This design comes from an exercise in tuning for small area and a short achievable clock period on the open sky130 flow, not from production work. Where RTL was checked, it was by simulation tests only, not by an equivalence proof against the original. No functional check of the RTL was part of runs 5 and 6. Power figures rest on the tool's default switching activity, not on a simulated workload.

$ cat config.mk
export PLATFORM = sky130hd
export DESIGN_NAME = mult_top
export DESIGN_NICKNAME = mult_top
export VERILOG_FILES = /design/flow/design.v
export SDC_FILE = /design/flow/constraint.sdc
export NUM_CORES = 4
export LEC_CHECK = 0
export CAP_MARGIN = 20
export CORE_MARGIN = 2
export CORE_UTILIZATION = 60
export CTS_BUF_LIST = sky130_fd_sc_hd__clkbuf_4 sky130_fd_sc_hd__clkbuf_8
export SETUP_SLACK_MARGIN = 1.0
export SLEW_MARGIN = 20
$ cat flow/run.sh
#!/bin/bash
# The standard layout; the only change is the port buffer cell (buf_1 instead of the default).
set -euo pipefail
export BUFFER_PORTS_ARGS="-buffer_cell sky130_fd_sc_hd__buf_1"
bash standard.sh > standard.log 2>&1
$ cat constraint.sdc
create_clock -name core_clock -period 5.0 [get_ports {clk}]
set_input_delay 1.0000 -clock core_clock [delete_from_list [all_inputs] [get_ports {clk}]]
set_output_delay 1.0000 -clock core_clock [all_outputs]
set_load 0.01 [all_outputs]
$ cat standard.sh
#!/bin/bash
# synth_recipe.tcl (not shown) runs the flow's synth.tcl, then flattens the netlist and writes it again
# the make line also repeats each setting of config.mk as NAME=value (left out here)
make -C /OpenROAD-flow-scripts/flow DESIGN_CONFIG=/design/flow/config.mk WORK_HOME=/design/flow/orfs CLKGATE_MAP_FILE= SYNTH_SCRIPT=/design/flow/synth_recipe.tcl "${@:-finish}"
$ cat design.v
module mult_top(
    input clk,
    input  [15:0] x,
    input  [15:0] y,
    output [31:0] p_out
    );
    wire [2:0] on0, tw0, ng0;
    genvar g;
    generate for (g = 0; g < 3; g = g + 1) begin : benc
        wire b2 = x[11+2*g], b1 = x[10+2*g], b0 = x[9+2*g];
        assign on0[g] = b1 ^ b0;
        assign tw0[g] = (b2 ^ b1) & ~(b1 ^ b0);
        assign ng0[g] = b2 & ~(b1 & b0);           
    end endgenerate
    wire sx0 = x[9];
    wire [9:0] ax = x[9:0] ^ {10{sx0}};
    wire l3 = ax[8], l2 = ax[7], l1 = ax[6], l0 = |ax[5:0];
    wire h80 = l3, h70 = ~l3 & l2, h60 = ~l3 & ~l2 & l1, h00 = ~l3 & ~l2 & ~l1 & l0;
    wire [8:0] x20 = {ax[8] & ~h80, ax[7] & ~h70, ax[6] & ~h60, ax[5:1], ax[0] & ~h00};
    wire ps = x[9] ^ y[15];
    wire [15:0] ya = y ^ {16{y[15]}};
    wire zy = ~(ya[14] | ya[13] | ya[12]);
    wire [9:0] xs = zy ? 10'd0 : ({1'b0, x20} ^ {10{ps}});
    wire [12:0] oa0 = ya[14] ? {xs[9], xs, 2'b0} : ya[13] ? {{2{xs[9]}}, xs, 1'b0} : {{3{xs[9]}}, xs};
    reg [15:0] y1; reg [2:0] on, tw, ng; reg sx, h8, h7, h6, h0; reg [12:0] oa1;
    always @(posedge clk) begin
        y1 <= y; on <= on0; tw <= tw0; ng <= ng0;
        sx <= sx0; h8 <= h80; h7 <= h70; h6 <= h60; h0 <= h00; oa1 <= oa0;
    end
    wire b0_0 = (y1[0]&on[0])^ng[0];
    wire b0_1 = ((y1[1]&on[0])|(y1[0]&tw[0]))^ng[0];
    wire b0_2 = ((y1[2]&on[0])|(y1[1]&tw[0]))^ng[0];
    wire b0_3 = ((y1[3]&on[0])|(y1[2]&tw[0]))^ng[0];
    wire b0_4 = ((y1[4]&on[0])|(y1[3]&tw[0]))^ng[0];
    wire b0_5 = ((y1[5]&on[0])|(y1[4]&tw[0]))^ng[0];
    wire b0_6 = ((y1[6]&on[0])|(y1[5]&tw[0]))^ng[0];
    wire b0_7 = ((y1[7]&on[0])|(y1[6]&tw[0]))^ng[0];
    wire b0_8 = ((y1[8]&on[0])|(y1[7]&tw[0]))^ng[0];
    wire b0_9 = ((y1[9]&on[0])|(y1[8]&tw[0]))^ng[0];
    wire b0_10 = ((y1[10]&on[0])|(y1[9]&tw[0]))^ng[0];
    wire b0_11 = ((y1[11]&on[0])|(y1[10]&tw[0]))^ng[0];
    wire b0_12 = ((y1[12]&on[0])|(y1[11]&tw[0]))^ng[0];
    wire b0_13 = ((y1[13]&on[0])|(y1[12]&tw[0]))^ng[0];
    wire b0_14 = ((y1[14]&on[0])|(y1[13]&tw[0]))^ng[0];
    wire b0_15 = ((y1[15]&on[0])|(y1[14]&tw[0]))^ng[0];
    wire b0_16 = ~((y1[15]^ng[0])&(on[0]|tw[0]));
    wire b1_0 = (y1[0]&on[1])^ng[1];
    wire b1_1 = ((y1[1]&on[1])|(y1[0]&tw[1]))^ng[1];
    wire b1_2 = ((y1[2]&on[1])|(y1[1]&tw[1]))^ng[1];
    wire b1_3 = ((y1[3]&on[1])|(y1[2]&tw[1]))^ng[1];
    wire b1_4 = ((y1[4]&on[1])|(y1[3]&tw[1]))^ng[1];
    wire b1_5 = ((y1[5]&on[1])|(y1[4]&tw[1]))^ng[1];
    wire b1_6 = ((y1[6]&on[1])|(y1[5]&tw[1]))^ng[1];
    wire b1_7 = ((y1[7]&on[1])|(y1[6]&tw[1]))^ng[1];
    wire b1_8 = ((y1[8]&on[1])|(y1[7]&tw[1]))^ng[1];
    wire b1_9 = ((y1[9]&on[1])|(y1[8]&tw[1]))^ng[1];
    wire b1_10 = ((y1[10]&on[1])|(y1[9]&tw[1]))^ng[1];
    wire b1_11 = ((y1[11]&on[1])|(y1[10]&tw[1]))^ng[1];
    wire b1_12 = ((y1[12]&on[1])|(y1[11]&tw[1]))^ng[1];
    wire b1_13 = ((y1[13]&on[1])|(y1[12]&tw[1]))^ng[1];
    wire b1_14 = ((y1[14]&on[1])|(y1[13]&tw[1]))^ng[1];
    wire b1_15 = ((y1[15]&on[1])|(y1[14]&tw[1]))^ng[1];
    wire b1_16 = ~((y1[15]^ng[1])&(on[1]|tw[1]));
    wire b2_0 = (y1[0]&on[2])^ng[2];
    wire b2_1 = ((y1[1]&on[2])|(y1[0]&tw[2]))^ng[2];
    wire b2_2 = ((y1[2]&on[2])|(y1[1]&tw[2]))^ng[2];
    wire b2_3 = ((y1[3]&on[2])|(y1[2]&tw[2]))^ng[2];
    wire b2_4 = ((y1[4]&on[2])|(y1[3]&tw[2]))^ng[2];
    wire b2_5 = ((y1[5]&on[2])|(y1[4]&tw[2]))^ng[2];
    wire b2_6 = ((y1[6]&on[2])|(y1[5]&tw[2]))^ng[2];
    wire b2_7 = ((y1[7]&on[2])|(y1[6]&tw[2]))^ng[2];
    wire b2_8 = ((y1[8]&on[2])|(y1[7]&tw[2]))^ng[2];
    wire b2_9 = ((y1[9]&on[2])|(y1[8]&tw[2]))^ng[2];
    wire b2_10 = ((y1[10]&on[2])|(y1[9]&tw[2]))^ng[2];
    wire b2_11 = ((y1[11]&on[2])|(y1[10]&tw[2]))^ng[2];
    wire b2_12 = ((y1[12]&on[2])|(y1[11]&tw[2]))^ng[2];
    wire b2_13 = ((y1[13]&on[2])|(y1[12]&tw[2]))^ng[2];
    wire b2_14 = ((y1[14]&on[2])|(y1[13]&tw[2]))^ng[2];
    wire b2_15 = ((y1[15]&on[2])|(y1[14]&tw[2]))^ng[2];
    wire b2_16 = ~((y1[15]^ng[2])&(on[2]|tw[2]));
    wire [15:0] ys = y1 ^ {16{sx}};
    wire [24:0] ob = ({25{h0}} & {{9{ys[15]}},ys}) | ({25{h6}} & {{3{ys[15]}},ys,6'b0}) | ({25{h7}} & {{2{ys[15]}},ys,7'b0}) | ({25{h8}} & {ys[15],ys,8'b0});
    wire ob24n = ~ob[24];
    wire oa12n = ~oa1[12];
    wire q1 = ng[1]^oa1[0];
    wire q2 = ng[1]&oa1[0];
    wire q3 = oa1[1]^ob[13];
    wire q4 = oa1[1]&ob[13];
    wire q5 = ng[2]^oa1[2]^ob[14];
    wire q6 = (ng[2]&oa1[2])|(ng[2]&ob[14])|(oa1[2]&ob[14]);
    wire q7 = b0_4^b1_2;
    wire q8 = b0_4&b1_2;
    wire q9 = oa1[3]^ob[15]^b0_5;
    wire q10 = (oa1[3]&ob[15])|(oa1[3]&b0_5)|(ob[15]&b0_5);
    wire q11 = b1_3^b2_1;
    wire q12 = b1_3&b2_1;
    wire q13 = oa1[4]^ob[16]^b0_6;
    wire q14 = (oa1[4]&ob[16])|(oa1[4]&b0_6)|(ob[16]&b0_6);
    wire q15 = b1_4^b2_2;
    wire q16 = b1_4&b2_2;
    wire q17 = oa1[5]^ob[17]^b0_7;
    wire q18 = (oa1[5]&ob[17])|(oa1[5]&b0_7)|(ob[17]&b0_7);
    wire q19 = b1_5^b2_3;
    wire q20 = b1_5&b2_3;
    wire q21 = oa1[6]^ob[18]^b0_8;
    wire q22 = (oa1[6]&ob[18])|(oa1[6]&b0_8)|(ob[18]&b0_8);
    wire q23 = b1_6^b2_4;
    wire q24 = b1_6&b2_4;
    wire q25 = oa1[7]^ob[19]^b0_9;
    wire q26 = (oa1[7]&ob[19])|(oa1[7]&b0_9)|(ob[19]&b0_9);
    wire q27 = b1_7^b2_5;
    wire q28 = b1_7&b2_5;
    wire q29 = oa1[8]^ob[20]^b0_10;
    wire q30 = (oa1[8]&ob[20])|(oa1[8]&b0_10)|(ob[20]&b0_10);
    wire q31 = b1_8^b2_6;
    wire q32 = b1_8&b2_6;
    wire q33 = oa1[9]^ob[21]^b0_11;
    wire q34 = (oa1[9]&ob[21])|(oa1[9]&b0_11)|(ob[21]&b0_11);
    wire q35 = b1_9^b2_7;
    wire q36 = b1_9&b2_7;
    wire q37 = oa1[10]^ob[22]^b0_12;
    wire q38 = (oa1[10]&ob[22])|(oa1[10]&b0_12)|(ob[22]&b0_12);
    wire q39 = b1_10^b2_8;
    wire q40 = b1_10&b2_8;
    wire q41 = oa1[11]^ob[23]^b0_13;
    wire q42 = (oa1[11]&ob[23])|(oa1[11]&b0_13)|(ob[23]&b0_13);
    wire q43 = b1_11^b2_9;
    wire q44 = b1_11&b2_9;
    wire q45 = oa12n^ob24n^b0_14;
    wire q46 = (oa12n&ob24n)|(oa12n&b0_14)|(ob24n&b0_14);
    wire q47 = b1_12^b2_10;
    wire q48 = b1_12&b2_10;
    wire q49 = 1'b1^b0_15^b1_13;
    wire q50 = (1'b1&b0_15)|(1'b1&b1_13)|(b0_15&b1_13);
    wire q51 = q1^ob[12];
    wire q52 = q1&ob[12];
    wire q53 = q2^b0_3^b1_1;
    wire q54 = (q2&b0_3)|(q2&b1_1)|(b0_3&b1_1);
    wire q55 = b2_0^q4^q7;
    wire q56 = (b2_0&q4)|(b2_0&q7)|(q4&q7);
    wire q57 = q8^q11^q6;
    wire q58 = (q8&q11)|(q8&q6)|(q11&q6);
    wire q59 = q12^q15^q10;
    wire q60 = (q12&q15)|(q12&q10)|(q15&q10);
    wire q61 = q16^q19^q14;
    wire q62 = (q16&q19)|(q16&q14)|(q19&q14);
    wire q63 = q20^q23^q18;
    wire q64 = (q20&q23)|(q20&q18)|(q23&q18);
    wire q65 = q24^q27^q22;
    wire q66 = (q24&q27)|(q24&q22)|(q27&q22);
    wire q67 = q28^q31^q26;
    wire q68 = (q28&q31)|(q28&q26)|(q31&q26);
    wire q69 = q32^q35^q30;
    wire q70 = (q32&q35)|(q32&q30)|(q35&q30);
    wire q71 = q36^q39^q34;
    wire q72 = (q36&q39)|(q36&q34)|(q39&q34);
    wire q73 = q40^q43^q38;
    wire q74 = (q40&q43)|(q40&q38)|(q43&q38);
    wire q75 = q44^q47^q42;
    wire q76 = (q44&q47)|(q44&q42)|(q47&q42);
    wire q77 = b2_11^q48^q46;
    wire q78 = (b2_11&q48)|(b2_11&q46)|(q48&q46);
    wire q79 = b0_16^b1_14^b2_12;
    wire q80 = (b0_16&b1_14)|(b0_16&b2_12)|(b1_14&b2_12);
    wire q81 = 1'b1^b1_15;
    wire q82 = 1'b1&b1_15;
    wire q83 = ng[0]^ob[10];
    wire q84 = ng[0]&ob[10];
    wire q85 = ob[11]^b0_1;
    wire q86 = ob[11]&b0_1;
    wire q87 = b0_2^b1_0^q51;
    wire q88 = (b0_2&b1_0)|(b0_2&q51)|(b1_0&q51);
    wire q89 = q52^q3^q53;
    wire q90 = (q52&q3)|(q52&q53)|(q3&q53);
    wire q91 = q5^q54^q55;
    wire q92 = (q5&q54)|(q5&q55)|(q54&q55);
    wire q93 = q9^q56^q57;
    wire q94 = (q9&q56)|(q9&q57)|(q56&q57);
    wire q95 = q13^q58^q59;
    wire q96 = (q13&q58)|(q13&q59)|(q58&q59);
    wire q97 = q17^q60^q61;
    wire q98 = (q17&q60)|(q17&q61)|(q60&q61);
    wire q99 = q21^q62^q63;
    wire q100 = (q21&q62)|(q21&q63)|(q62&q63);
    wire q101 = q25^q64^q65;
    wire q102 = (q25&q64)|(q25&q65)|(q64&q65);
    wire q103 = q29^q66^q67;
    wire q104 = (q29&q66)|(q29&q67)|(q66&q67);
    wire q105 = q33^q68^q69;
    wire q106 = (q33&q68)|(q33&q69)|(q68&q69);
    wire q107 = q37^q70^q71;
    wire q108 = (q37&q70)|(q37&q71)|(q70&q71);
    wire q109 = q41^q72^q73;
    wire q110 = (q41&q72)|(q41&q73)|(q72&q73);
    wire q111 = q45^q74^q75;
    wire q112 = (q45&q74)|(q45&q75)|(q74&q75);
    wire q113 = q49^q76^q77;
    wire q114 = (q49&q76)|(q49&q77)|(q76&q77);
    wire q115 = q50^q79^q78;
    wire q116 = (q50&q79)|(q50&q78)|(q79&q78);
    wire q117 = b2_13^q81^q80;
    wire q118 = (b2_13&q81)|(b2_13&q80)|(q81&q80);
    wire q119 = b1_16^b2_14^q82;
    wire q120 = (b1_16&b2_14)|(b1_16&q82)|(b2_14&q82);
    wire q121 = 1'b1^b2_15;
    wire q122 = 1'b1&b2_15;
    wire [31:0] ra = {1'b1,b2_16,q121,q119,q117,q115,q113,q111,q109,q107,q105,q103,q101,q99,q97,q95,q93,q91,q89,q87,q85,q83,ob[9],ob[8],ob[7],ob[6],ob[5],ob[4],ob[3],ob[2],ob[1],ob[0]};
    wire [31:0] rb = {1'b0,q122,q120,q118,q116,q114,q112,q110,q108,q106,q104,q102,q100,q98,q96,q94,q92,q90,q88,q86,q84,b0_0,1'b0,1'b0,1'b0,1'b0,1'b0,1'b0,1'b0,1'b0,1'b0,1'b0};
    wire [16:0] lo = ra[15:0] + rb[15:0];
    wire [8:0] mid = ra[23:16] + rb[23:16];
    reg [15:0] r2lo; reg [7:0] r2mid; reg r2c; reg [7:0] r2a, r2b; reg r2mc;
    always @(posedge clk) begin
        r2lo <= lo[15:0]; r2mid <= mid[7:0]; r2c <= lo[16]; r2a <= ra[31:24]; r2b <= rb[31:24]; r2mc <= mid[8];
    end
    wire [8:0] m3 = r2mid + {{7{1'b0}}, r2c};
    wire [7:0] h3 = r2a + r2b + (m3[8] | r2mc);    
    assign p_out = {h3, m3[7:0], r2lo};
endmodule
==> metrics.cfg, run 1 <==
[outcome]
status = finished clean

[synthesis]
netlist-cell-type-count = 48
async_flop_share_pct = 0
yosys_warnings = 1
synth_edf_count = 0
synthCells = 641
ys_seq_area_share_pct = 27.12
synth_ff_type = dfxtp_1
syn_nets = 762
ys_ff_latch = 81
syn-cell-area_um2 = 5978
syn_avg_cell_area_um2 = 9.326

[clock_tree]
cts.root.buffer_cell = clkbuf_8
clk_pin_slew_ns = 0.08
cts.sinks = 81
cts_made_buffers = 9
cts_tree = yes
cts_buffer_depth = 2
clk_latency_ns = 0.37
ctsHoldBuffers = 0
h-tree-depth = 3

[worst_setup_path]
cp_max_fo = 4
crit_type = reg2out
required_ns = 4.00
critPathArrivalTime_ns = 2.84
endpoint_kind = primary output
cp-start-kind = flip-flop

[floorplanning]
fp.dieArea_um2 = 10780
initial_core_util_pct = 61.45
rows = 36
die_y_um = 103.8
die_x_um = 103.8
fp.coreArea_um2 = 9729
ios = 65

[power]
cellPowerDensity_nw_per_um2 = 582.7
finalPower_mw = 3.802
peakVddDrop_uv = 454.8
p_leak_nw = 2.789

[final_layout]
layout.cells.non_filler = 806
layout_commonest_cell = dfxtp_1
regArea_um2 = 1645
mostFrequentLayoutCells = dfxtp_1 (64), a22oi_1 (63), buf_1 (63)
layout-drive-gt1-share_pct = 9.212
antenna_cells = 0
nNetsFinal = 789
syn_to_final_growth_pct = 9.146
multi_input_area_um2 = 3954
fillers = 815

[sta]
grt_setup_unrepaired = no
fin_crit_ns = 3.838
worst_slew_pin_slew_ns = 0.8921
final-setup-viol-count = 0
final.setup_skew_ns = 0.01056
fin_setup_tns_ns = 0
fin_crit_sh_pct = 76.77
hold_violations = 0
fmaxAchievable_mhz = 260.5
slew_headroom_pct = 40.53
report.final.slew_viol_count = 0

[placement]
port_buffers = 64
gp_congestion = 0.8782
place_hpwl_um = 9961
placedCellCount = 788

[detailed_routing]
drc = 0
via_per_inst = 5.694
wirelength_um = 13030
ant_nets = 0
route.detailed.wl_per_inst_um = 16.17
detail_route.iter0.violations = 325
drt-pass1-iter-count = 5
vias = 4589

[grt]
grt_pass1_wl_um = 22210
grt_pass1_vias = 4522
overflow = 0
antenna_found_initial = 0
grt.total_usage_pct = 25.65
grt_max_degree = 24

[job]
maxCapViolCount = 0

[worst_hold_path]
hold_class = reg2reg

==> synth_stat cells (3+ instances only) <==
library cell  number  area, µm²
and3_1             7      43.79
nand2_1           35      131.4
nor2_1            26      97.59
o221a_2            3      33.78
clkbuf_1          38      142.6
a21oi_1           20      100.1
xor2_1            37      324.1
dfxtp_1           81       1622
nand3_1           11      55.05
o21ai_0           18      90.09
o21bai_1           3      22.52
ha_1              42      525.5
nor3_1             9      45.04
a31oi_1            4      25.02
buf_2             12      60.06
xnor2_1           57      499.2
and2_1             8      50.05
fa_1              46      920.9
nor2b_1            8      50.05
a221oi_1           5      43.79
or3_1              3      18.77
nand2b_1           3      18.77
a22oi_1           64      480.5
inv_1             59      221.5
a21o_1             6      45.04
o221ai_1           5      43.79
mux2i_1            4      40.04
==> per-stage QoR <==
stage | cell area, µm² | util [%] | hold slack, ns | setup slack (ns)
global route | 6525 | 67.07 | 0.6419 | 1.007
floorplan | 5978 | - | 0.5725 | 1.325
CTS | 6440 | 66.19 | 0.7003 | 0.9366
global placement | 6177 | 63.49 | 0.7255 | 1.055
finish | 6525 | 67.07 | 0.6159 | 1.162
detailed placement | 6177 | 63.49 | 0.7161 | 0.9306
==> critical path, cell delays in order, from the launching register on <==
cell and delay (ns):
dfxtp_1 0.31, ha_2 0.20, ha_2 0.20, nand3_2 0.08, o21bai_2 0.10, fa_2 0.39
fa_2 0.36, a21o_1 0.17, a21oi_2 0.14, o21bai_1 0.08, a21oi_1 0.16, xnor2_1 0.13
buf_2 0.14
==> registers in the layout, indices dropped and copies added, names as in the netlist, 3 cells and up <==
signal / flops
on: 3
tw: 3
r2lo: 16
y1: 16
r2mid: 8
r2a: 7
r2b: 7
oa1: 11
ng: 3
==> what timing repair did <==
item                       in CTS  in global routing
setup endpoints to repair       3                  6
resized for setup               5                 28
pin swaps                       0                  6
buffers inserted                0                  2
==> per-layer routing <==
metal | wire [µm] | vias to the layer above | track usage [%]
li1 | - | 2213 | -
met1 | 5620 | 2199 | 33.36
met2 | 6497 | 151 | 43.33
met3 | 687 | 26 | 4.909
met4 | 228 | 0 | 7.915
met5 | 0 | - | 0
==> where the power goes <==
group          internal, mW  total (mW)  leakage (nW)  switching, mW
sequential            0.834       0.968         0.682          0.134
clock                 0.347       0.595         0.119          0.248
combinational          1.04        2.24          1.99           1.19
total                  2.22        3.80          2.79           1.58
==> area by class of cell <==
type / count / share of cell area [%]
timing repair buffer: 70 / 4.391
inverter: 59 / 3.394
clock inverter: 6 / 1.745
tap: 133 / 2.550
clock buffer: 10 / 2.109
sequential: 81 / 25.22
multi-input combinational: 447 / 60.59
==> cells by family (layout without fill, tap and decap cells) <==
group | after synthesis | in the layout | synth area share [%]
fa+ha+maj | 89 | 89 | 24.36
simple gates | 119 | 119 | 9.544
compound gates | 141 | 141 | 16.85
flops | 81 | 81 | 27.12
mux | 4 | 4 | 0.6698
buf+inv | 113 | 145 | 7.681
xor+xnor | 94 | 94 | 13.77
==> path summary, 6_finish.rpt <==
path                          from          endpoint  slack [ns]  cells past startpoint
setup / recovery  r2mid[0]$_DFF_P_         p_out[30]        1.16                     12
hold / removal          h0$_DFF_P_   r2lo[1]$_DFF_P_        0.62                      1
setup reg to reg    y1[11]$_DFF_P_  r2mid[6]$_DFF_P_        1.21                     13
hold reg to reg         h0$_DFF_P_   r2lo[1]$_DFF_P_        0.62                      1
==> run 2, diff against run 1 <==
--- a/config.mk
+++ b/config.mk
@@ -8,6 +8,5 @@
 export CAP_MARGIN = 20
 export CORE_MARGIN = 2
 export CORE_UTILIZATION = 60
-export CTS_BUF_LIST = sky130_fd_sc_hd__clkbuf_4 sky130_fd_sc_hd__clkbuf_8
-export SETUP_SLACK_MARGIN = 1.0
+export SETUP_SLACK_MARGIN = 1.3
 export SLEW_MARGIN = 20
==> run 2 against run 1 <==
Effect of this change:
- still clean on timing, DRC and antenna
- worst hold slack lost 0.0051 ns
- worst setup slack better by 0.11 ns
- via count rose by 1.3%
- design area increased by 5.1%
==> metrics.cfg, run 2 <==
[outcome]
status = finished clean

[sta]
final.setup_skew_ns = 0.01338
fin_crit_ns = 3.729
fmaxAchievable_mhz = 268.2
report.final.slew_viol_count = 0
slew_headroom_pct = 39.18
final-setup-viol-count = 0
fin_crit_sh_pct = 74.58
hold_violations = 0
worst_slew_pin_slew_ns = 0.9123
grt_setup_unrepaired = yes
fin_setup_tns_ns = 0

[worst_setup_path]
cp-start-kind = flip-flop
cp_max_fo = 2
reg2reg_depth = 14
cp-endpoint = p_out[30]
cp.depth = 12
crit_type = reg2out
crit_chain = ha_4 -> ha_4 -> nand3_4 -> o21bai_4 -> fa_2 -> fa_2 -> a21o_1 -> a21oi_2 -> o21bai_1 -> a21oi_1 -> xnor2_1 -> buf_2
r2r_end = r2mc$_DFF_P_
cp_top_family = adder cells
required_ns = 4.00
cpPeakStageDelay_ns = 0.37
crit_buf_inv = 1
crit_start = r2mid[0]$_DFF_P_
worstReg2RegStart = sx$_DFF_P_
cpMaxStageDelayCell = fa_2
r2r_slack_ns = 1.38
critPathArrivalTime_ns = 2.73
endpoint_kind = primary output

[final_layout]
layout.cells.non_filler = 820
layout-drive-gt1-share_pct = 15.72
syn_to_final_growth_pct = 14.67
layout_commonest_cell = a22oi_1
multi_input_area_um2 = 4141
fin_util_pct = 70.46
nNetsFinal = 803
fillers = 772
final_area_um2 = 6855
largestRegisters = r2lo (16), y1 (16), oa1 (11)
regArea_um2 = 1657
antenna_cells = 0
mostFrequentLayoutCells = a22oi_1 (62), buf_1 (61), dfxtp_1 (57)

[grt]
grt.total_usage_pct = 25.91
antenna_found_initial = 0
grt_pass1_vias = 4585
grt_max_degree = 24
grt_pass1_wl_um = 22430
overflow = 0

[placement]
place_area_um2 = 6177
place_hpwl_um = 9961
gp_congestion = 0.8782
port_buffers = 64
placedCellCount = 788

[synthesis]
async_flop_share_pct = 0
post-synth-top-area-fraction_pct = 27.12
synth_edf_count = 0
yosysTopAreaCell = dfxtp_1
syn-cell-area_um2 = 5978
netlist_top_cells_area = dfxtp_1 (27%), fa_1 (15%), ha_1 (8.8%)
yosys_warnings = 1
ys_ff_latch = 81
synth.most_common_cell = dfxtp_1
syn_avg_cell_area_um2 = 9.326
ys_top_cells_by_count = dfxtp_1 (81), a22oi_1 (64), inv_1 (59)
ys_seq_area_share_pct = 27.12
synth_ff_type = dfxtp_1
synthCells = 641
syn_nets = 762
netlist-cell-type-count = 48

[floorplanning]
fp.coreArea_um2 = 9729
die_y_um = 103.8
rows = 36
ios = 65
initial_core_util_pct = 61.45
fp.dieArea_um2 = 10780
die_x_um = 103.8

[clock_tree]
cts_buffer_depth = 2
cts.root.buffer_cell = clkbuf_8
h-tree-depth = 3
clk_latency_ns = 0.37
cts_made_buffers = 9
clk_pin_slew_ns = 0.08
cts.sinks = 81
cts_tree = yes
ctsHoldBuffers = 0

[job]
maxCapViolCount = 0

[power]
peakVddDrop_uv = 477.9
cellPowerDensity_nw_per_um2 = 591.1
p_leak_nw = 2.895

[detailed_routing]
wirelength_um = 13220
drt-pass1-iter-count = 6
route.detailed.wl_per_inst_um = 16.12
drc = 0
vias = 4649
detail_route.iter0.violations = 304
via_per_inst = 5.670
ant_nets = 0

[worst_hold_path]
hold_depth = 2
hold_class = reg2reg

[run 2: cell counts after synthesis]
No cell type changed its count.
[run 2: final cells by class]
type / count / share of cell area [%]
multi-input combinational: 447 / 60.41
sequential: 81 / 24.17
clock buffer: 10 / 2.008
clock inverter: 6 / 1.661
tap: 133 / 2.427
timing repair buffer: 84 / 6.096
inverter: 59 / 3.231
[run 2: per-layer routing]
metal	share of wire, %	track usage [%]
met2	51	44.13
met1	42	33.47
met3	5.8	4.909
met5	0	0
met4	1.3	7.915
[run 2: through the flow]
step,hold WS [ns],setup slack (ns),total power [mW]
2_1_floorplan,0.5725,1.325,2.681
3_3_place_gp,0.7255,1.055,3.093
3_5_place_dp,0.7161,0.9306,3.176
4_1_cts,0.6162,1.204,3.922
5_1_grt,0.6487,1.168,4.454
6_report,0.6108,1.271,4.052
[run 2: how the worst min path moves through the flow]
| stage | from | to | slack [ns] |
|---|---|---|---|
| 2_1_floorplan | ng[0]$_DFF_P_ | r2lo[10]$_DFF_P_ | 0.57 |
| 3_3_place_gp | tw[2]$_DFF_P_ | r2a[6]$_DFF_P_ | 0.73 |
| 3_5_place_dp | y1[15]$_DFF_P_ | r2a[6]$_DFF_P_ | 0.72 |
| 4_1_cts | h0$_DFF_P_ | r2lo[0]$_DFF_P_ | 0.62 |
| 5_1_grt | h0$_DFF_P_ | r2lo[1]$_DFF_P_ | 0.65 |
| 6_report | y1[15]$_DFF_P_ | r2a[6]$_DFF_P_ | 0.61 |
[run 2: power breakdown]
group	switching (mW)	internal, mW
Sequential	0.144	0.836
Combinational	1.27	1.20
Clock	0.248	0.347
Total	1.67	2.39
[run 2: logic make-up (layout without fill, tap and decap cells)]
logic type	Yosys count	count (layout)	synth area share [%]
fa+ha+maj	89	89	24.36
xor+xnor	94	94	13.77
mux	4	4	0.6698
simple gates	119	119	9.544
flops	81	81	27.12
compound gates	141	141	16.85
buf+inv	113	159	7.681
[run 2: worst min-delay path, cell delays in order (launching register included)]
cell	delay (ns)
dfxtp_4	0.42
xor2_1	0.09
o21ai_0	0.07
[run 2: what timing repair did]
| action | in CTS | in global routing |
|---|---|---|
| endpoints found under the setup margin | 10 | 9 |
| pin swaps | 11 | 19 |
| buffers inserted | 9 | 7 |
| hold endpoints to repair | 0 | 0 |
| gates resized for setup | 48 | 34 |
| cloned | 0 | 0 |
==> run 3, diff against run 2 <==
--- a/config.mk
+++ b/config.mk
@@ -7,6 +7,6 @@
 export LEC_CHECK = 0
 export CAP_MARGIN = 20
 export CORE_MARGIN = 2
-export CORE_UTILIZATION = 60
-export SETUP_SLACK_MARGIN = 1.3
+export CORE_UTILIZATION = 75
+export SETUP_SLACK_MARGIN = 1.0
 export SLEW_MARGIN = 20
==> run 3 against run 2 <==
Effect of this change:
- combinational power shrank 4%
- clock-buffer cell count did not move
- non-clock buffer count down 14
- first-iteration DRC count up 57%
- critical path depth unchanged
- die area fell by 19%
- design area fell by 6.1%
- worst setup slack worse by 0.14 ns
- register-to-register slack got worse by 0.22 ns
- critical path type unchanged
- critical endpoint unchanged
- highest routed layer unchanged
==> metrics.cfg, run 3 <==
[synthesis]
synth_edf_count = 0
ys_top_cells_by_count = dfxtp_1 (81), a22oi_1 (64), inv_1 (59)
netlist_top_cells_area = dfxtp_1 (27%), fa_1 (15%), ha_1 (8.8%)
syn_avg_cell_area_um2 = 9.326
netlist-cell-type-count = 48
syn_nets = 762
post-synth-top-area-fraction_pct = 27.12
syn-cell-area_um2 = 5978
ys_seq_area_share_pct = 27.12
async_flop_share_pct = 0
synthCells = 641
ys_ff_latch = 81
yosys_warnings = 1
synth.most_common_cell = dfxtp_1
synth_ff_type = dfxtp_1
yosysTopAreaCell = dfxtp_1

[floorplanning]
fp.coreArea_um2 = 7727
rows = 32
ios = 65
initial_core_util_pct = 77.36
fp.dieArea_um2 = 8701
die_x_um = 93.28
die_y_um = 93.28

[sta]
report.final.slew_viol_count = 0
hold_ws_ns = 0.6098
final.setup_skew_ns = 0.01711
fin_crit_ns = 3.866
final-setup-viol-count = 0
slew_headroom_pct = 40.33
fin_setup_tns_ns = 0
grt_setup_unrepaired = yes
fin_crit_sh_pct = 77.33
worst_slew_pin_slew_ns = 0.8951
fmaxAchievable_mhz = 258.6
hold_violations = 0

[placement]
gp_congestion = 0.9894
port_buffers = 64
place_hpwl_um = 9958
place_area_um2 = 6146

[worst_setup_path]
cp_max_fo = 4
endpoint_kind = primary output
cpPeakStageDelay_ns = 0.37
crit_type = reg2out
reg2reg_depth = 17
crit_chain = ha_2 -> ha_2 -> nand3_1 -> o21bai_1 -> fa_2 -> fa_2 -> a21o_1 -> a21oi_2 -> o21bai_1 -> a21oi_2 -> xnor2_1 -> buf_2
cpMaxStageDelayCell = fa_2
cp-start-kind = flip-flop
required_ns = 4.00
critPathArrivalTime_ns = 2.87

[final_layout]
antenna_cells = 0
fillers = 484
fin_util_pct = 83.32
layout-drive-gt1-share_pct = 8.767
final_area_um2 = 6439
nNetsFinal = 789
mostFrequentLayoutCells = dfxtp_1 (65), a22oi_1 (64), buf_1 (63)
layout_commonest_cell = dfxtp_1
syn_to_final_growth_pct = 7.702
largestRegisters = r2lo (16), y1 (16), oa1 (11)

[grt]
grt.total_usage_pct = 33.82
grt_max_degree = 24
grt_pass1_vias = 4959
grt_pass1_wl_um = 22860
overflow = 0
antenna_found_initial = 0

[clock_tree]
cts.sinks = 81
ctsHoldBuffers = 0
cts_buffer_depth = 2
cts.root.buffer_cell = clkbuf_8
clk_pin_slew_ns = 0.09
cts_tree = yes
cts_made_buffers = 9
h-tree-depth = 3
clk_latency_ns = 0.38

[power]
switching_share_pct = 44.20
finalPower_mw = 3.869
intPower_mw = 2.159
power_switching_mw = 1.710
power_frac_seq_pct = 25.0
peakVddDrop_uv = 462.4
clock_power_share_pct = 13.3
p_leak_nw = 2.775
cellPowerDensity_nw_per_um2 = 601.0
power_frac_comb_pct = 61.6

[detailed_routing]
drc = 0
detail_route.iter0.violations = 476
wirelength_um = 13760
ant_nets = 0
route.detailed.wl_per_inst_um = 17.75
drt-pass1-iter-count = 8
vias = 4815
via_per_inst = 6.213

[worst_hold_path]
hold_class = reg2reg
hold_depth = 1

[job]
maxCapViolCount = 0

[outcome]
status = finished clean

==> run 3: cell counts after synthesis <==
No cell type changed its count.
==> run 3: timing repair <==
| item | 4_1_cts | 5_1_grt |
|---|---|---|
| setup endpoints to repair | 5 | 5 |
| pin swaps | 0 | 4 |
| hold endpoints to repair | 0 | 0 |
| setup buffers | 0 | 1 |
| gates resized for setup | 4 | 27 |
==> run 3: final cells by class <==
class,count,area [µm²],area share [%]
clock buffers,10,137.6,2.138
inverters,59,221.5,3.440
multi-input cells,447,3949,61.33
repair buffers,70,286.5,4.450
well taps,102,127.6,1.982
flip-flops and latches,81,1644,25.53
clock inverters,6,72.57,1.127
==> run 3: kinds of logic after synthesis <==
family / synth area share [%]
multiplexers: 0.6698
buffers and inverters: 7.681
AND/OR/NAND/NOR: 9.544
adder cells (fa/ha/maj): 24.36
XOR/XNOR: 13.77
flip-flops: 27.12
AO/OA/AOI/OAI: 16.85
==> run 3: worst max-delay path: cells and delay by family, from the launching register on <==
kind | cells | cell delay, ns
adders and majority gates | 4 | 1.11
AOI/OAI and AO/OA | 5 | 0.68
DFF | 1 | 0.32
buffers and inverters | 1 | 0.14
xor gates and xnor gates | 1 | 0.12
and+or+nand+nor | 1 | 0.10
==> run 3: path summary, 6_finish.rpt <==
check	endpoint	start	slack, ns
worst max-delay path	p_out[30]	r2c$_DFF_P_	1.13
worst min-delay path	r2lo[3]$_DFF_P_	h0$_DFF_P_	0.61
worst max register to register	r2mc$_DFF_P_	sx$_DFF_P_	1.16
worst min register to register	r2lo[3]$_DFF_P_	h0$_DFF_P_	0.61
==> run 3: per-stage QoR <==
stage | worst slack, ns | instances
detailed placement | 0.9235 | 758
floorplan | 1.325 | 641
global placement | 1.106 | 758
finish | 1.134 | 775
CTS | 0.9302 | 774
global route | 0.9646 | 775
==> run 3: metal layers <==
| layer | vias to the layer above | track usage, % | wire, µm |
|---|---|---|---|
| met5 | - | 0 | 0 |
| met4 | 0 | 18.75 | 589 |
| met3 | 59 | 6.205 | 1045 |
| met2 | 278 | 57.55 | 6862 |
| met1 | 2263 | 40.30 | 5261 |
| li1 | 2215 | - | - |
==> run 3: power groups by stage <==
stage	clock network [mW]	logic [mW]	registers (mW)
2_1_floorplan	0	1.76	0.918
3_3_place_gp	0	2.10	0.967
3_5_place_dp	0	2.22	0.978
4_1_cts	0.522	2.30	0.964
5_1_grt	0.544	2.67	0.984
6_report	0.516	2.39	0.968
==> run 4, diff against run 3 <==
--- a/config.mk
+++ b/config.mk
@@ -7,6 +7,9 @@
 export LEC_CHECK = 0
 export CAP_MARGIN = 20
 export CORE_MARGIN = 2
-export CORE_UTILIZATION = 75
+export CORE_UTILIZATION = 60
+export CTS_BUF_LIST = sky130_fd_sc_hd__clkbuf_8
+export CTS_CLUSTER_DIAMETER = 150
+export CTS_CLUSTER_SIZE = 40
 export SETUP_SLACK_MARGIN = 1.0
 export SLEW_MARGIN = 20
==> run 4 against run 3 <==
Effect of this change:
- still clean
- synthesized cell count did not move
- global-route usage fell by 8.2 points
- non-clock buffer count did not move
- area after synthesis did not move
- clock power rose by 15%
- critical endpoint unchanged
- highest routed layer unchanged
==> metrics.cfg, run 4 <==
[outcome]
status = finished clean

[worst_setup_path]
crit_type = reg2out
cp-endpoint = p_out[30]
endpoint_kind = primary output
worstReg2RegStart = y1[11]$_DFF_P_
critPathArrivalTime_ns = 2.84
cp_max_fo = 4
crit_start = r2mid[0]$_DFF_P_
r2r_end = r2mid[6]$_DFF_P_
required_ns = 4.00
reg2reg_depth = 13
cp-start-kind = flip-flop
r2r_slack_ns = 1.21

[sta]
worst_slew_pin_slew_ns = 0.8921
report.final.slew_viol_count = 0
fin_crit_ns = 3.838
final.setup_skew_ns = 0.01056
grt_setup_unrepaired = no
fmaxAchievable_mhz = 260.5
final-setup-viol-count = 0
setup_slack_ns = 1.162
slew_headroom_pct = 40.53
hold_violations = 0
fin_crit_sh_pct = 76.77
fin_setup_tns_ns = 0

[final_layout]
nNetsFinal = 789
largestRegisters = r2lo (16), y1 (16), oa1 (11)
layout-drive-gt1-share_pct = 9.212
layout_commonest_cell = dfxtp_1
antenna_cells = 0
syn_to_final_growth_pct = 9.146
layout.cells.non_filler = 806
fillers = 815
mostFrequentLayoutCells = dfxtp_1 (64), a22oi_1 (63), buf_1 (63)

[detailed_routing]
wirelength_um = 13030
route.detailed.wl_per_inst_um = 16.17
drc = 0
via_per_inst = 5.694
drt-pass1-iter-count = 5
vias = 4589
detail_route.iter0.violations = 325
ant_nets = 0

[job]
maxCapViolCount = 0

[clock_tree]
cts_buffer_depth = 2
h-tree-depth = 3
cts_made_buffers = 9
cts.root.buffer_cell = clkbuf_8
cts.sinks = 81
cts_tree = yes
clk_latency_ns = 0.37
ctsHoldBuffers = 0
clk_pin_slew_ns = 0.08

[grt]
antenna_found_initial = 0
grt_max_degree = 24
overflow = 0
grt_pass1_wl_um = 22210
grt.total_usage_pct = 25.65
grt_pass1_vias = 4522

[floorplanning]
fp.coreArea_um2 = 9729
die_x_um = 103.8
rows = 36
ios = 65
die_y_um = 103.8
initial_core_util_pct = 61.45
fp.dieArea_um2 = 10780

[synthesis]
syn-cell-area_um2 = 5978
async_flop_share_pct = 0
netlist_top_cells_area = dfxtp_1 (27%), fa_1 (15%), ha_1 (8.8%)
yosysTopAreaCell = dfxtp_1
ys_top_cells_by_count = dfxtp_1 (81), a22oi_1 (64), inv_1 (59)
ys_seq_area_share_pct = 27.12
synth_ff_type = dfxtp_1
synth_edf_count = 0
ys_ff_latch = 81
synth.most_common_cell = dfxtp_1
syn_avg_cell_area_um2 = 9.326
netlist-cell-type-count = 48
post-synth-top-area-fraction_pct = 27.12
syn_nets = 762
yosys_warnings = 1
synthCells = 641

[power]
p_leak_nw = 2.789
cellPowerDensity_nw_per_um2 = 582.7
peakVddDrop_uv = 454.8

[worst_hold_path]
hold_class = reg2reg

[placement]
place_hpwl_um = 9961
post-place-ws_ns = 0.9306
gp_congestion = 0.8782
placedCellCount = 788
port_buffers = 64

==> run 4: cell types whose count changed in the layout (fill, tap and decap cells not counted), sizes merged <==
cell / delta
clkinvlp: +2
clkinv: -2
inv: -2
bufinv: +2
==> run 4: worst max-delay path, stage by stage (launching register included) <==
cell	delay [ns]
dfxtp_1	0.31
ha_2	0.20
ha_2	0.20
nand3_2	0.08
o21bai_2	0.10
fa_2	0.39
fa_2	0.36
a21o_1	0.17
a21oi_2	0.14
o21bai_1	0.08
a21oi_1	0.16
xnor2_1	0.13
buf_2	0.14
==> run 4: kinds of logic after synthesis <==
| kind of cell | synth area share, % |
|---|---|
| compound gates | 16.85 |
| xor+xnor | 13.77 |
| fa+ha+maj | 24.36 |
| buf+inv | 7.681 |
| flops | 27.12 |
| mux | 0.6698 |
| simple gates | 9.544 |
==> run 4: cell type report <==
type | count | area [µm²] | area share (%)
Clock buffer | 10 | 137.6 | 2.109
Sequential cell | 81 | 1645 | 25.22
Tap cell | 133 | 166.4 | 2.550
Inverter | 59 | 221.5 | 3.394
Multi-Input combinational cell | 447 | 3954 | 60.59
Timing Repair Buffer | 70 | 286.5 | 4.391
Clock inverter | 6 | 113.9 | 1.745
==> run 4: worst min path at each step <==
stage	startpoint	to	slack, ns	depth (start not counted)
6_report	h0$_DFF_P_	r2lo[1]$_DFF_P_	0.62	1
5_1_grt	h0$_DFF_P_	r2lo[1]$_DFF_P_	0.64	1
4_1_cts	y[0]	y1[0]$_DFF_P_	0.70	1
3_5_place_dp	y1[15]$_DFF_P_	r2a[6]$_DFF_P_	0.72	2
3_3_place_gp	tw[2]$_DFF_P_	r2a[6]$_DFF_P_	0.73	1
2_1_floorplan	ng[0]$_DFF_P_	r2lo[10]$_DFF_P_	0.57	2
==> run 4: where the power goes <==
part	switching [mW]	internal (mW)	total, mW
logic	1.19	1.04	2.24
registers	0.134	0.834	0.968
clock network	0.248	0.347	0.595
total	1.58	2.22	3.80
==> run 4: timing repair <==
action,4_1_cts,5_1_grt
setup buffers,0,2
endpoints found under the hold margin,0,0
endpoints found under the setup margin,3,6
resized for setup,5,28
pin swaps,0,6
==> run 4: metrics by stage <==
| stage | utilization [%] | total power [mW] | hold slack, ns | instance area [µm²] |
|---|---|---|---|---|
| after floorplan | - | 2.681 | 0.5725 | 5978 |
| after global placement | 63.49 | 3.093 | 0.7255 | 6177 |
| after detailed placement | 63.49 | 3.176 | 0.7161 | 6177 |
| after CTS | 66.19 | 3.796 | 0.7003 | 6440 |
| after global routing | 67.07 | 4.198 | 0.6419 | 6525 |
| final | 67.07 | 3.802 | 0.6159 | 6525 |
==> run 4: metal layers <==
metal / GRT usage, % / vias up / share of wire, % / routed length (µm)
li1: - / 2213 / - / -
met1: 33.36 / 2199 / 43 / 5620
met2: 43.33 / 151 / 50 / 6497
met3: 4.909 / 26 / 5.3 / 687
met4: 7.915 / 0 / 1.7 / 228
met5: 0 / - / 0 / 0
==> run 5, diff against run 4 <==
--- a/design.v
+++ b/design.v
@@ -212,7 +212,8 @@
     always @(posedge clk) begin
         r2lo <= lo[15:0]; r2mid <= mid[7:0]; r2c <= lo[16]; r2a <= ra[31:24]; r2b <= rb[31:24]; r2mc <= mid[8];
     end
-    wire [8:0] m3 = r2mid + {{7{1'b0}}, r2c};
-    wire [7:0] h3 = r2a + r2b + (m3[8] | r2mc);    
-    assign p_out = {h3, m3[7:0], r2lo};
+    wire c24 = r2mc | (r2c & (&r2mid));
+    wire [8:0] m3 = {r2mid, 1'b1} + {{8{1'b0}}, r2c};
+    wire [8:0] h3 = {r2a, 1'b1} + {r2b, c24};
+    assign p_out = {h3[8:1], m3[8:1], r2lo};
 endmodule
--- a/config.mk
+++ b/config.mk
@@ -8,8 +8,5 @@
 export CAP_MARGIN = 20
 export CORE_MARGIN = 2
 export CORE_UTILIZATION = 60
-export CTS_BUF_LIST = sky130_fd_sc_hd__clkbuf_8
-export CTS_CLUSTER_DIAMETER = 150
-export CTS_CLUSTER_SIZE = 40
 export SETUP_SLACK_MARGIN = 1.0
 export SLEW_MARGIN = 20
==> run 5 against run 4 <==
Effect of this change:
- clock power is 16% lower
- design area is 2.9% higher
- critical path type is now reg2reg
- cell count is 2.9% higher
- still clean on timing, DRC and antenna
- wire length is 9.0% higher
- sequential power hardly changed
- core utilization is 1.3 points higher
- synthesized cell count is 2.0% higher
- largest power group unchanged
- critical path depth is 2 higher
- via count is 5.1% higher
- clock skew is 0.0014 ns higher
- largest cell class unchanged
==> metrics.cfg, run 5 <==
[final_layout]
layout.cells.non_filler = 829
nNetsFinal = 811
largestRegisters = r2lo (16), y1 (16), oa1 (11)
fillers = 841
final_area_um2 = 6716
layout_commonest_cell = dfxtp_1
antenna_cells = 0
layout-drive-gt1-share_pct = 9.483
fin_util_pct = 68.40
syn_to_final_growth_pct = 10.27
mostFrequentLayoutCells = dfxtp_1 (72), buf_1 (64), a22oi_1 (60)

[sta]
hold_ws_ns = 0.5831
fin_setup_tns_ns = 0
grt_setup_unrepaired = yes
fin_crit_sh_pct = 78.74
setup_slack_ns = 1.063
hold_violations = 0
worst_slew_pin_slew_ns = 0.7770
slew_headroom_pct = 48.20
report.final.slew_viol_count = 0
fin_crit_ns = 3.937
fmaxAchievable_mhz = 254.0
final.setup_skew_ns = 0.01201
final-setup-viol-count = 0

[detailed_routing]
route.detailed.wl_per_inst_um = 17.14
ant_nets = 0
detail_route.iter0.violations = 496
wirelength_um = 14210
drt-pass1-iter-count = 5
vias = 4825
via_per_inst = 5.820
drc = 0

[worst_setup_path]
critPathArrivalTime_ns = 4.19
cp_max_fo = 6
crit_type = reg2reg
required_ns = 5.25
cp-start-kind = flip-flop
endpoint_kind = flip-flop

[grt]
grt_max_degree = 30
grt_pass1_vias = 4687
overflow = 0
use_met2_pct = 46.20
antenna_found_initial = 0
grt.total_usage_pct = 26.64
use_met1_pct = 33.93
top_usage_layer = met2
grt_pass1_wl_um = 23130
met3_usage_pct = 4.180

[placement]
place_hpwl_um = 11160
port_buffers = 64
place_area_um2 = 6332
post-place-ws_ns = 0.4988
placedCellCount = 805
gp_congestion = 0.9214

[power]
peakVddDrop_uv = 388.7
power_switching_mw = 1.785
power_frac_seq_pct = 24.3
switching_share_pct = 44.77
intPower_mw = 2.202
finalPower_mw = 3.988
power_frac_comb_pct = 63.2
p_leak_nw = 2.868
clock_power_share_pct = 12.5
cellPowerDensity_nw_per_um2 = 593.7

[synthesis]
syn_avg_cell_area_um2 = 9.313
netlist-cell-type-count = 54
synthCells = 654
synth_edf_count = 0
ys_ff_latch = 81
ys_top_cells_by_count = dfxtp_1 (81), a22oi_1 (60), inv_1 (56)
ys_seq_area_share_pct = 26.62
synth_ff_type = dfxtp_1
synth.most_common_cell = dfxtp_1
syn_nets = 774
post-synth-top-area-fraction_pct = 26.62
netlist_top_cells_area = dfxtp_1 (27%), fa_1 (15%), ha_1 (8.6%)
yosys_warnings = 1
syn-cell-area_um2 = 6091
yosysTopAreaCell = dfxtp_1
async_flop_share_pct = 0

[floorplanning]
rows = 36
fp.dieArea_um2 = 10970
die_y_um = 104.8
initial_core_util_pct = 62.03
ios = 65
die_x_um = 104.8
fp.coreArea_um2 = 9819

[clock_tree]
h-tree-depth = 3
cts_made_buffers = 9
cts.root.buffer_cell = clkbuf_8
cts_buffer_depth = 2
cts_tree = yes
cts.sinks = 81
clk_latency_ns = 0.37
ctsHoldBuffers = 0
clk_pin_slew_ns = 0.09

[job]
maxCapViolCount = 0

[outcome]
status = finished clean

[worst_hold_path]
hold_class = reg2reg

## run 5: final timing paths
kind,from,slack [ns],endpoint,cells past startpoint
max reg2reg,sx$_DFF_P_,1.06,r2mc$_DFF_P_,14
min reg2reg,y1[15]$_DFF_P_,0.58,r2a[6]$_DFF_P_,2
min,y1[15]$_DFF_P_,0.58,r2a[6]$_DFF_P_,2
max,sx$_DFF_P_,1.06,r2mc$_DFF_P_,14
## run 5: worst max-delay path, cell delays in order, from the launching register on
cell and delay, ns:
dfxtp_4 0.39, buf_2 0.18, buf_4 0.17, xor2_2 0.17
a22oi_1 0.19, nand2_1 0.15, fa_2 0.37, fa_2 0.42
fa_1 0.39, ha_2 0.21, fa_2 0.35, a21o_1 0.18
a21oi_2 0.19, o21ai_0 0.13, o41a_1 0.32
## run 5: repair_timing
action                                  CTS  global route
buffers inserted                          4             4
endpoints found under the setup margin    4             3
gates resized for setup                  12            15
hold endpoints to repair                  0             0
pin swaps                                 0             4
## run 5: cells by family after synthesis
| logic type | Yosys count | synth area share, % |
|---|---|---|
| buffers and inverters | 110 | 7.149 |
| adder cells (fa/ha/maj) | 88 | 23.60 |
| AND/OR/NAND/NOR | 131 | 10.85 |
| multiplexers | 2 | 0.3492 |
| AO/OA/AOI/OAI | 146 | 17.63 |
| XOR/XNOR | 96 | 13.80 |
| flip-flops | 81 | 26.62 |
## run 5: metal layers
metal	vias to the layer above	share of wire, %
li1	2307	-
met1	2329	43
met2	167	51
met3	22	4.7
met4	0	1.7
met5	-	0
## run 5: layout make-up
class / count / area, µm² / share of cell area [%]
clock inverters: 7 / 82.58 / 1.230
well taps: 133 / 166.4 / 2.478
inverters: 56 / 210.2 / 3.130
repair buffers: 80 / 357.8 / 5.328
multi-input cells: 463 / 4138 / 61.61
clock buffers: 9 / 123.9 / 1.844
flip-flops and latches: 81 / 1638 / 24.39
## run 5: power by group through the flow
stage | Sequential [mW] | Clock, mW | Combinational (mW)
detailed placement | 0.980 | 0 | 2.42
CTS | 0.965 | 0.508 | 2.45
global placement | 0.971 | 0 | 2.34
finish | 0.970 | 0.498 | 2.52
floorplan | 0.922 | 0 | 1.90
global route | 0.988 | 0.534 | 2.84
==> run 6, diff against run 5 <==
--- a/design.v
+++ b/design.v
@@ -206,14 +206,12 @@
     wire q122 = 1'b1&b2_15;
     wire [31:0] ra = {1'b1,b2_16,q121,q119,q117,q115,q113,q111,q109,q107,q105,q103,q101,q99,q97,q95,q93,q91,q89,q87,q85,q83,ob[9],ob[8],ob[7],ob[6],ob[5],ob[4],ob[3],ob[2],ob[1],ob[0]};
     wire [31:0] rb = {1'b0,q122,q120,q118,q116,q114,q112,q110,q108,q106,q104,q102,q100,q98,q96,q94,q92,q90,q88,q86,q84,b0_0,1'b0,1'b0,1'b0,1'b0,1'b0,1'b0,1'b0,1'b0,1'b0,1'b0};
-    wire [16:0] lo = ra[15:0] + rb[15:0];
-    wire [8:0] mid = ra[23:16] + rb[23:16];
-    reg [15:0] r2lo; reg [7:0] r2mid; reg r2c; reg [7:0] r2a, r2b; reg r2mc;
+    wire [20:0] lo = ra[19:0] + rb[19:0];
+    wire [12:0] mid = ra[31:20] + rb[31:20];
+    reg [19:0] r2lo; reg [11:0] r2mid; reg r2c;
     always @(posedge clk) begin
-        r2lo <= lo[15:0]; r2mid <= mid[7:0]; r2c <= lo[16]; r2a <= ra[31:24]; r2b <= rb[31:24]; r2mc <= mid[8];
+        r2lo <= lo[19:0]; r2mid <= mid[11:0]; r2c <= lo[20];
     end
-    wire c24 = r2mc | (r2c & (&r2mid));
-    wire [8:0] m3 = {r2mid, 1'b1} + {{8{1'b0}}, r2c};
-    wire [8:0] h3 = {r2a, 1'b1} + {r2b, c24};
-    assign p_out = {h3[8:1], m3[8:1], r2lo};
+    wire [12:0] m3 = {r2mid, 1'b1} + {{12{1'b0}}, r2c};
+    assign p_out = {m3[12:1], r2lo};
 endmodule
==> run 6 against run 5 <==
Effect of this change:
- clock skew is 0.0025 ns higher
- largest cell class unchanged
- core utilization is 0.16 points lower
- critical path depth is 1 lower
- sequential power is 7.4% lower
- sequential share of layout area is 2.1 points lower
- via count is 0.60% higher
- still clean
- wire length is 6.5% lower
- power is 9.6% higher
- worst setup slack better by 0.098 ns
- highest routed layer unchanged
- first-iteration DRC count is 40% lower
- worst hold slack better by 0.044 ns
- clock-buffer cell count is 3 higher
==> metrics.cfg, run 6 <==
[outcome]
status = finished clean

[clock_tree]
cts_made_buffers = 9
cts.sinks = 74
clk_latency_ns = 0.37
cts.root.buffer_cell = clkbuf_8
ctsHoldBuffers = 0
h-tree-depth = 3
cts_tree = yes
clk_pin_slew_ns = 0.08
cts_buffer_depth = 2

[sta]
final.setup_skew_ns = 0.01449
slew_headroom_pct = 42.84
hold_violations = 0
fmaxAchievable_mhz = 260.5
fin_setup_tns_ns = 0
final-setup-viol-count = 0
grt_setup_unrepaired = no
report.final.slew_viol_count = 0
fin_crit_ns = 3.839
fin_crit_sh_pct = 76.78
worst_slew_pin_slew_ns = 0.8574

[worst_setup_path]
crit_type = reg2reg
crit_start = y1[12]$_DFF_P_
worstReg2RegStart = y1[12]$_DFF_P_
r2r_slack_ns = 1.16
cp_max_fo = 7
endpoint_kind = flip-flop
critPathArrivalTime_ns = 4.10
required_ns = 5.26
cp-start-kind = flip-flop

[job]
maxCapViolCount = 0

[synthesis]
ys_ff_latch = 74
yosys_warnings = 1
async_flop_share_pct = 0
syn_nets = 798
synth_ff_type = dfxtp_1
ys_top_cells_by_count = dfxtp_1 (74), a22oi_1 (67), inv_1 (58)
synth-adder-area-share_pct = 23.02
synth_edf_count = 0
syn-cell-area_um2 = 6158
synth-compound-area-share_pct = 18.29
yosys.area_share.simple_pct = 11.78
synthMuxAreaShare_pct = 0.8127
synth_xor_area_share_pct = 13.94
post-synth-top-area-fraction_pct = 24.06
ys_seq_area_share_pct = 24.06
syn_avg_cell_area_um2 = 9.070
netlist-cell-type-count = 61
yosysTopAreaCell = dfxtp_1
synthCells = 679
synth.most_common_cell = dfxtp_1
netlist_top_cells_area = dfxtp_1 (24%), fa_1 (14%), ha_1 (8.5%)
synth_top_family_by_area = adder cells

[worst_hold_path]
min_from = h0$_DFF_P_
hold_class = reg2reg

[detailed_routing]
vias = 4854
drt-pass1-iter-count = 6
drc = 0
ant_nets = 0
wirelength_um = 13290
via_per_inst = 5.744
detail_route.iter0.violations = 300
route.detailed.wl_per_inst_um = 15.73

[power]
finalPower_mw = 4.372
cellPowerDensity_nw_per_um2 = 649.5
peakVddDrop_uv = 472.2
p_leak_nw = 2.832

[floorplanning]
fp.dieArea_um2 = 11090
ios = 65
initial_core_util_pct = 62.43
fp.coreArea_um2 = 9864
rows = 36
die_x_um = 105.3
die_y_um = 105.3

[final_layout]
layout_commonest_cell = a22oi_1
antenna_cells = 0
layout-drive-gt1-share_pct = 8.427
largestRegisters = r2lo (20), y1 (16), r2mid (12)
nNetsFinal = 826
fillers = 827
regMostFlops = r2lo
regArea_um2 = 1500
mostFrequentLayoutCells = a22oi_1 (67), dfxtp_1 (63), buf_1 (63)
largest_reg_flops = 20
multi_input_area_um2 = 4262
syn_to_final_growth_pct = 9.305
layout.cells.non_filler = 845

[placement]
port_buffers = 64
gp_congestion = 0.9527
place_hpwl_um = 10340
placedCellCount = 826

[grt]
overflow = 0
grt.total_usage_pct = 24.88
grt_pass1_wl_um = 22120
antenna_found_initial = 0
grt_pass1_vias = 4677
grt_max_degree = 29

==> run 6: cell count changes after synthesis, sizes merged, moves of 5 or more <==
cell | before | now
dfxtp | 81 | 74
nand2b | 12 | 5
a221oi | 9 | 3
a22oi | 60 | 67
nor2b | 5 | 10
clkbuf | 42 | 24
a221o | 5 | 0
buf | 12 | 33
a21oi | 12 | 18
xor2 | 47 | 42
o21ai | 17 | 25
xnor2 | 49 | 56
==> run 6: metrics by stage <==
step	area (µm²)	hold slack [ns]	setup WS (ns)	util, %
after global routing	6731	0.6430	0.9363	68.24
after CTS	6640	0.6969	1.006	67.31
after floorplan	6158	0.5576	1.113	-
after detailed placement	6340	0.7195	0.5678	64.27
after global placement	6340	0.7070	0.7387	64.27
final	6731	0.6272	1.161	68.24
==> run 6: cell families after synthesis <==
logic type,Yosys count
AO/OA/AOI/OAI,157
XOR/XNOR,98
adder cells (fa/ha/maj),87
buffers and inverters,116
flip-flops,74
multiplexers,5
AND/OR/NAND/NOR,142
==> run 6: final cells by class <==
cell class	instances	share of cell area, %
Clock buffer	12	2.305
Multi-Input combinational cell	489	63.31
Clock inverter	4	1.450
Sequential cell	74	22.29
Tap cell	133	2.472
Timing Repair Buffer	74	4.888
Inverter	59	3.290
==> run 6: worst paths after layout <==
| check | to | cells after the start |
|---|---|---|
| setup / recovery | r2mid[10]$_DFF_P_ | 13 |
| hold / removal | r2lo[3]$_DFF_P_ | 1 |
| setup reg to reg | r2mid[10]$_DFF_P_ | 13 |
| hold reg to reg | r2lo[3]$_DFF_P_ | 1 |
==> run 6: critical path, stage by stage, from the launching register on <==
cell and delay (ns):
dfxtp_1 0.52, xor2_2 0.26, nand2_1 0.07, and3_1 0.20, fa_2 0.37, fa_1 0.45, fa_1 0.49, inv_1 0.04
ha_2 0.19, fa_2 0.42, a211oi_2 0.28, o211a_1 0.23, nor3_1 0.07, nand3b_1 0.15
==> run 6: timing repair <==
| item | in CTS | in global routing |
|---|---|---|
| setup buffers | 0 | 3 |
| resized for setup | 9 | 20 |
| hold endpoints to repair | 0 | 0 |
| endpoints found under the setup margin | 7 | 8 |
| pin swaps | 2 | 3 |
==> run 6: where the power goes <==
part,switching [mW],internal [mW]
Combinational,1.61,1.29
Sequential,0.126,0.773
Clock,0.214,0.359
==> run 6: routing by layer <==
metal / share of wire, % / wire length, µm / global-route usage (%)
met5: 0 / 0 / 0
met4: 1.9 / 249 / 8.762
met3: 4.5 / 600 / 4.453
met2: 48 / 6381 / 41.20
met1: 46 / 6057 / 32.67
==> run 7, diff against run 6 <==
--- a/design.v
+++ b/design.v
@@ -206,12 +206,11 @@
     wire q122 = 1'b1&b2_15;
     wire [31:0] ra = {1'b1,b2_16,q121,q119,q117,q115,q113,q111,q109,q107,q105,q103,q101,q99,q97,q95,q93,q91,q89,q87,q85,q83,ob[9],ob[8],ob[7],ob[6],ob[5],ob[4],ob[3],ob[2],ob[1],ob[0]};
     wire [31:0] rb = {1'b0,q122,q120,q118,q116,q114,q112,q110,q108,q106,q104,q102,q100,q98,q96,q94,q92,q90,q88,q86,q84,b0_0,1'b0,1'b0,1'b0,1'b0,1'b0,1'b0,1'b0,1'b0,1'b0,1'b0};
-    wire [20:0] lo = ra[19:0] + rb[19:0];
-    wire [12:0] mid = ra[31:20] + rb[31:20];
-    reg [19:0] r2lo; reg [11:0] r2mid; reg r2c;
+    wire [16:0] lo = ra[15:0] + rb[15:0];
+    reg [15:0] r2lo; reg r2c; reg [15:0] r2a, r2b;
     always @(posedge clk) begin
-        r2lo <= lo[19:0]; r2mid <= mid[11:0]; r2c <= lo[20];
+        r2lo <= lo[15:0]; r2c <= lo[16]; r2a <= ra[31:16]; r2b <= rb[31:16];
     end
-    wire [12:0] m3 = {r2mid, 1'b1} + {{12{1'b0}}, r2c};
-    assign p_out = {m3[12:1], r2lo};
+    wire [16:0] h3 = {r2a, 1'b1} + {r2b, r2c};
+    assign p_out = {h3[16:1], r2lo};
 endmodule
--- a/config.mk
+++ b/config.mk
@@ -8,5 +8,5 @@
 export CAP_MARGIN = 20
 export CORE_MARGIN = 2
 export CORE_UTILIZATION = 60
-export SETUP_SLACK_MARGIN = 1.0
+export SETUP_SLACK_MARGIN = 1.3
 export SLEW_MARGIN = 20
==> run 7 against run 6 <==
Effect of this change:
- critical path depth fell by 4
- sequential share of layout area is 4.0 points higher
- worst hold slack better by 0.077 ns
- combinational power fell by 29%
- fmax is 9.2% higher
- clock power down 11%
- power decreased by 18%
- cell count shrank 1.9%
- core utilization shrank 2.9 points
- critical endpoint is now p_out[29]
- largest power group unchanged
==> metrics.cfg, run 7 <==
[synthesis]
yosys_warnings = 1
synth_edf_count = 0
yosysTopAreaCell = dfxtp_1
syn-cell-area_um2 = 6296
ys_ff_latch = 88
netlist-cell-type-count = 48
async_flop_share_pct = 0
netlist_top_cells_area = dfxtp_1 (28%), fa_1 (14%), ha_1 (8.1%)
syn_nets = 786
post-synth-top-area-fraction_pct = 27.98
ys_top_cells_by_count = dfxtp_1 (88), inv_1 (61), a22oi_1 (56)
synth.most_common_cell = dfxtp_1
ys_seq_area_share_pct = 27.98
synth_ff_type = dfxtp_1
syn_avg_cell_area_um2 = 9.425
synthCells = 668

[worst_setup_path]
endpoint_kind = primary output
worstReg2RegStart = h6$_DFF_P_
r2r_end = r2c$_DFF_P_
crit_type = reg2out
r2r_slack_ns = 1.55
cpMaxStageDelayCell = fa_1
crit_chain = inv_1 -> fa_1 -> nor2b_1 -> o21bai_1 -> a21oi_1 -> o221ai_1 -> a21oi_1 -> a31oi_1 -> buf_1
required_ns = 4.00
crit_start = r2c$_DFF_P_
reg2reg_depth = 11
cpPeakStageDelay_ns = 0.46
cp_common_cell = a21oi_1
cp-start-kind = flip-flop
critPathArrivalTime_ns = 2.51
cp_max_fo = 3

[placement]
port_buffers = 64
post-place-ws_ns = 1.322
place_hpwl_um = 10630
gp_congestion = 0.8864
placedCellCount = 813
place_area_um2 = 6505

[detailed_routing]
route.detailed.wl_per_inst_um = 17.03
via_per_inst = 5.975
wirelength_um = 14120
drc = 0
vias = 4953
drt-pass1-iter-count = 5
ant_nets = 0
detail_route.iter0.violations = 340

[sta]
worst_slew_pin_slew_ns = 1.077
fin_crit_ns = 3.515
slew_headroom_pct = 28.12
grt_setup_unrepaired = no
fin_crit_sh_pct = 70.30
fmaxAchievable_mhz = 284.5
hold_violations = 0
report.final.slew_viol_count = 0
final.setup_skew_ns = 0.01242
final-setup-viol-count = 0
fin_setup_tns_ns = 0
hold_ws_ns = 0.7041
setup_slack_ns = 1.485

[final_layout]
layout_commonest_cell = dfxtp_1
fillers = 885
nNetsFinal = 806
regArea_um2 = 1765
antenna_cells = 0
layout-drive-gt1-share_pct = 6.061
syn_to_final_growth_pct = 6.737
final_area_um2 = 6720
multi_input_area_um2 = 4066
largestRegisters = r2lo (16), y1 (16)
mostFrequentLayoutCells = dfxtp_1 (85), buf_1 (64), inv_1 (61)
fin_util_pct = 65.39
layout.cells.non_filler = 829

[floorplanning]
die_y_um = 106.4
initial_core_util_pct = 61.26
rows = 37
die_x_um = 106.4
ios = 65
fp.dieArea_um2 = 11330
fp.coreArea_um2 = 10280

[grt]
antenna_found_initial = 0
grt.total_usage_pct = 25.69
grt_pass1_vias = 4635
grt_max_degree = 35
overflow = 0
grt_pass1_wl_um = 22860

[job]
maxCapViolCount = 0

[clock_tree]
clk_latency_ns = 0.37
cts.sinks = 88
h-tree-depth = 3
cts_made_buffers = 9
cts_tree = yes
cts.root.buffer_cell = clkbuf_8
clk_pin_slew_ns = 0.09
cts_buffer_depth = 2

[worst_hold_path]
hold_depth = 1
min_from = h7$_DFF_P_
hold_class = reg2reg
holdPathEnd = r2lo[7]$_DFF_P_

[outcome]
status = finished clean

[power]
p_leak_nw = 2.778
cellPowerDensity_nw_per_um2 = 532.8
finalPower_mw = 3.580
peakVddDrop_uv = 464.5

[run 7: cell types whose count changed after synthesis, sizes merged, moves of 6 or more]
cell	change
and3	-6
nand3	-9
a221oi	+14
o221a	+12
o21ai	+7
nand2	-12
dfxtp	+14
a22oi	-11
nor2	-10
a21oi	+7
clkbuf	+22
o22ai	+6
buf	-19
[run 7: cell families after synthesis]
kind of cell / after synthesis / synth area share (%)
xor gates and xnor gates: 92 / 12.80
AOI/OAI and AO/OA: 190 / 22.24
muxes: 3 / 0.4770
buffers and inverters: 121 / 7.432
adders and majority gates: 86 / 22.30
and+or+nand+nor: 88 / 6.777
DFF: 88 / 27.98
[run 7: what timing repair did]
| item | CTS | global route |
|---|---|---|
| hold buffers | 0 | 0 |
| buffers inserted | 0 | 0 |
| gates resized for setup | 0 | 3 |
| endpoints found under the setup margin | 0 | 2 |
[run 7: cell type report]
type / instances / area share [%]
multi-input combinational: 459 / 60.51
clock buffer: 10 / 2.048
inverter: 61 / 3.407
clock inverter: 6 / 1.098
tap: 136 / 2.532
timing repair buffer: 69 / 4.133
sequential: 88 / 26.27
[run 7: layer usage]
metal	routed length (µm)	track usage (%)	vias to the layer above
li1	-	-	2365
met1	6210	32.73	2375
met2	6719	43.64	181
met3	789	4.660	32
met4	403	9.555	0
met5	0	0	-
[run 7: critical path, delay by kind of cell (launching register included)]
family,cells,cell delay (ns)
and+or+nand+nor,1,0.17
adders and majority gates,1,0.46
AOI/OAI and AO/OA,5,0.96
buffers and inverters,2,0.20
DFF,1,0.35
[run 7: worst max-delay path by stage]
stage	to	slack, ns
finish	p_out[29]	1.49
global route	p_out[29]	1.33
CTS	r2c$_DFF_P_	1.33
detailed placement	r2c$_DFF_P_	1.32
global placement	r2c$_DFF_P_	1.50
floorplan	r2c$_DFF_P_	1.88
[run 7: report_power, final]
group	internal, mW	leakage, nW	switching [mW]	total (mW)
Sequential	0.894	0.740	0.122	1.02
Combinational	0.902	1.94	1.15	2.05
Clock	0.251	0.101	0.259	0.510

afterwards: timing with drivers on the ports:
No port has a modelled driver above. Below, the same layouts with a new extraction and two added sets of constraints. Step 1: set_driving_cell puts a clkbuf_16 on clk and a buf_2 on each other input, an assumption about the parent block. Step 2 times the ports against the registers' clock, not the clock port: input delays grow and output delays shrink by t, the midpoint of the rising clock arrivals with the driver on. a / b / c = ideal / step 1 / step 2; a / b = the first two.
run	t, ns	setup WS [ns]	clock arrival spread, ns	worst slew at a driven data input, ns	pins driven straight from the clock port
run 1	0.398	1.162 / 1.128 / 1.208	0.011 / 0.011	0.03	1
run 2	0.396	1.271 / 1.237 / 1.384	0.014 / 0.014	0.03	1
run 3	0.401	1.134 / 1.101 / 1.155	0.018 / 0.017	0.03	1
run 4	0.398	1.162 / 1.128 / 1.208	0.011 / 0.011	0.03	1
run 5	0.394	1.063 / 1.063 / 1.063	0.012 / 0.012	0.04	1
run 6	0.401	1.161 / 1.161 / 1.161	0.015 / 0.015	0.03	1
run 7	0.398	1.485 / 1.450 / 1.554	0.013 / 0.013	0.05	1
After both steps every run listed still meets setup and hold.
